What follows belongs to an exercise in optimizing a design on an open flow for small area, a short achievable clock period and few clock cycles per item; a production flow would make more cautious choices.
Where RTL was checked, it was by simulation tests only, not by an equivalence proof against the original.

==> inputs of trial 96 <==
Design cordic_vec_top, start of the top module:
module cordic_vec_top (
    input  logic clk,
    input  logic rst_n,
    input  logic in_valid,
    output logic in_ready,
    input  logic signed [15:0] x_start,
    input  logic signed [15:0] y_start,
    output logic out_valid,
    input  logic out_ready,
    output logic signed [15:0] mag,
    output logic signed [31:0] theta
);
Settings: LEC_CHECK=0, ABC_CLOCK_PERIOD_IN_PS=2000, CAP_MARGIN=20, CORE_MARGIN=2, CORE_UTILIZATION=40, CTS_CLUSTER_DIAMETER=80, CTS_CLUSTER_SIZE=20, SETUP_SLACK_MARGIN=5, SLEW_MARGIN=20; clock period 9.0 ns.
standard.sh (not shown) runs the stock make flow with config.mk's settings and CLKGATE_MAP_FILE= SYNTH_SCRIPT=/design/flow/synth_recipe.tcl, a recipe that flattens the netlist after the stock synthesis.
==> flow/flow/run.sh <==
#!/bin/bash
# Own flow: the standard synthesis and layout (standard.sh), but with the
# post-synthesis / post-CTS / post-route repair_timing aiming at a larger
# setup margin (the clock period and all constraints stay the design's).
set -euo pipefail
MARGIN=$(cat flow/margin.txt)
bash standard.sh synth > synth.log 2>&1
# same make command as standard.sh, with SETUP_SLACK_MARGIN raised
CMD=$(grep '^make ' standard.sh | sed -e 's/"\${@:-finish}"//' -e "s/SETUP_SLACK_MARGIN=[^ ]*//")
eval "$CMD SETUP_SLACK_MARGIN=$MARGIN finish" > layout.log 2>&1
RES=$(ls -d orfs/results/*/cordic_vec_top/base)
: # left out here: write the final layout as DEF
==> flow/flow/margin.txt <==
5.8
==> inputs of build 55, as changes to trial 96 <==
--- a/flow/design.v
+++ b/flow/design.v
@@ -5,26 +5,27 @@
     output logic in_ready,
     input  logic signed [15:0] x_start,
     input  logic signed [15:0] y_start,
     output logic out_valid,
     input  logic out_ready,
     output logic signed [15:0] mag,
     output logic signed [31:0] theta
 );
-    logic i_v, o_v, adv;
-    assign adv = ~o_v | out_ready;
-    assign in_ready = ~i_v;
-    logic [15:0] i_x, i_y;
-    always_ff @(posedge clk) if (~i_v) begin i_x <= x_start; i_y <= y_start; end
+    logic k_v, o_v, adv;
+    assign adv = ~k_v;
+    logic rdy_q;
+    assign in_ready = rdy_q;
+    logic o_en;
+    assign o_en = ~o_v | out_ready;
     logic [15:0] s0_x, s0_y;
     logic s0_v;
     logic [15:0] e_x, e_y;
-    assign e_x = i_v ? i_x : x_start;
-    assign e_y = i_v ? i_y : y_start;
+    assign e_x = x_start;
+    assign e_y = y_start;
     logic e_xn, e_yn, e_xz, e_yz, e_sf;
     assign e_xn = e_x[15]; assign e_yn = e_y[15];
     assign e_xz = (e_x == 16'd0); assign e_yz = (e_y == 16'd0);
     assign e_sf = (~e_xn & ~e_xz & ~e_yn) | (e_xn & (e_yn | e_yz));
     logic s0_cyn, s0_cxn, s0_d0;
     logic [1:0] s0_q;
     always_ff @(posedge clk) if (adv) begin
         s0_x <= e_x; s0_y <= e_y;
@@ -3885,40 +3886,46 @@
             s8_v <= 1'b0;
             s9_v <= 1'b0;
             s10_v <= 1'b0;
             s11_v <= 1'b0;
             s12_v <= 1'b0;
             s13_v <= 1'b0;
             s14_v <= 1'b0;
             s15_v <= 1'b0;
-            i_v <= 1'b0;
+            k_v <= 1'b0;
+            rdy_q <= 1'b1;
             o_v <= 1'b0;
         end else begin
             if (adv) begin
-                s0_v <= i_v | in_valid;
+                s0_v <= in_valid;
                 s1_v <= s0_v;
                 s2_v <= s1_v;
                 s3_v <= s2_v;
                 s4_v <= s3_v;
                 s5_v <= s4_v;
                 s6_v <= s5_v;
                 s7_v <= s6_v;
                 s8_v <= s7_v;
                 s9_v <= s8_v;
                 s10_v <= s9_v;
                 s11_v <= s10_v;
                 s12_v <= s11_v;
                 s13_v <= s12_v;
                 s14_v <= s13_v;
                 s15_v <= s14_v;
-                o_v <= s15_v;
             end
-            i_v <= ~adv & (i_v | in_valid);
+            k_v <= ~o_en & (k_v | s15_v);
+            rdy_q <= o_en | ~(k_v | s15_v);
+            if (o_en) o_v <= k_v | s15_v;
         end
     end
-    logic [15:0] o_mag;
-    logic [31:0] o_theta;
-    always_ff @(posedge clk) if (adv) begin o_mag <= f_mag; o_theta <= f_theta; end
+    logic [15:0] k_mag, o_mag;
+    logic [31:0] k_theta, o_theta;
+    always_ff @(posedge clk) if (adv) begin k_mag <= f_mag; k_theta <= f_theta; end
+    always_ff @(posedge clk) if (o_en) begin
+        o_mag <= k_v ? k_mag : f_mag;
+        o_theta <= k_v ? k_theta : f_theta;
+    end
     assign out_valid = o_v;
     assign mag = o_mag;
     assign theta = o_theta;
 endmodule
==> notes <==
Against build 55, the routed wire length of trial 96 is lower by about 0.9%. Area after synthesis: build 55 is larger than trial 96 (about 0.9%). Of build 55 and trial 96, build 55 has the higher synthesized cell count (gap 2.3%, measured against trial 96). Of trial 96 and build 55, build 55 has the higher sequential cell count (gap 18).
Testbench counts of build 55, summed over its fixed seeds: cycles 16,136, items 16,000.
For trial 96, only the layout was checked, not whether the RTL still works.

re-timing with driven ports:
No port has a modelled driver above. Below, the same layouts with a new extraction and two added sets of constraints. Step 1 sets driving cells, clkbuf_16 on the clock port and buf_2 on the other inputs (assumed; they add their load-dependent delay and slew). Step 2 also shifts input and output timing later by t, the mid clock arrival at the registers, as if the neighbouring blocks saw the same clock. Three values: ideal ports, drivers, drivers and shift; two values: the first two.
run | shift t [ns] | slack for setup (ns) | worst hold slack (ns) | worst data-port slew with drivers (ns) | pins driven straight from the clock port
trial 96 | 0.705 | 5.767 / 5.702 / 5.219 | 0.406 / 0.406 / 0.406 | 0.05 | 1
build 55 | 0.705 | 5.874 / 5.805 / 5.387 | 0.416 / 0.416 / 0.416 | 0.05 | 1
After both steps setup and hold are still met in every run listed. The setup slack of trial 96, which loses most, moves by -0.065 ns with the drivers and by -0.548 ns with both steps.
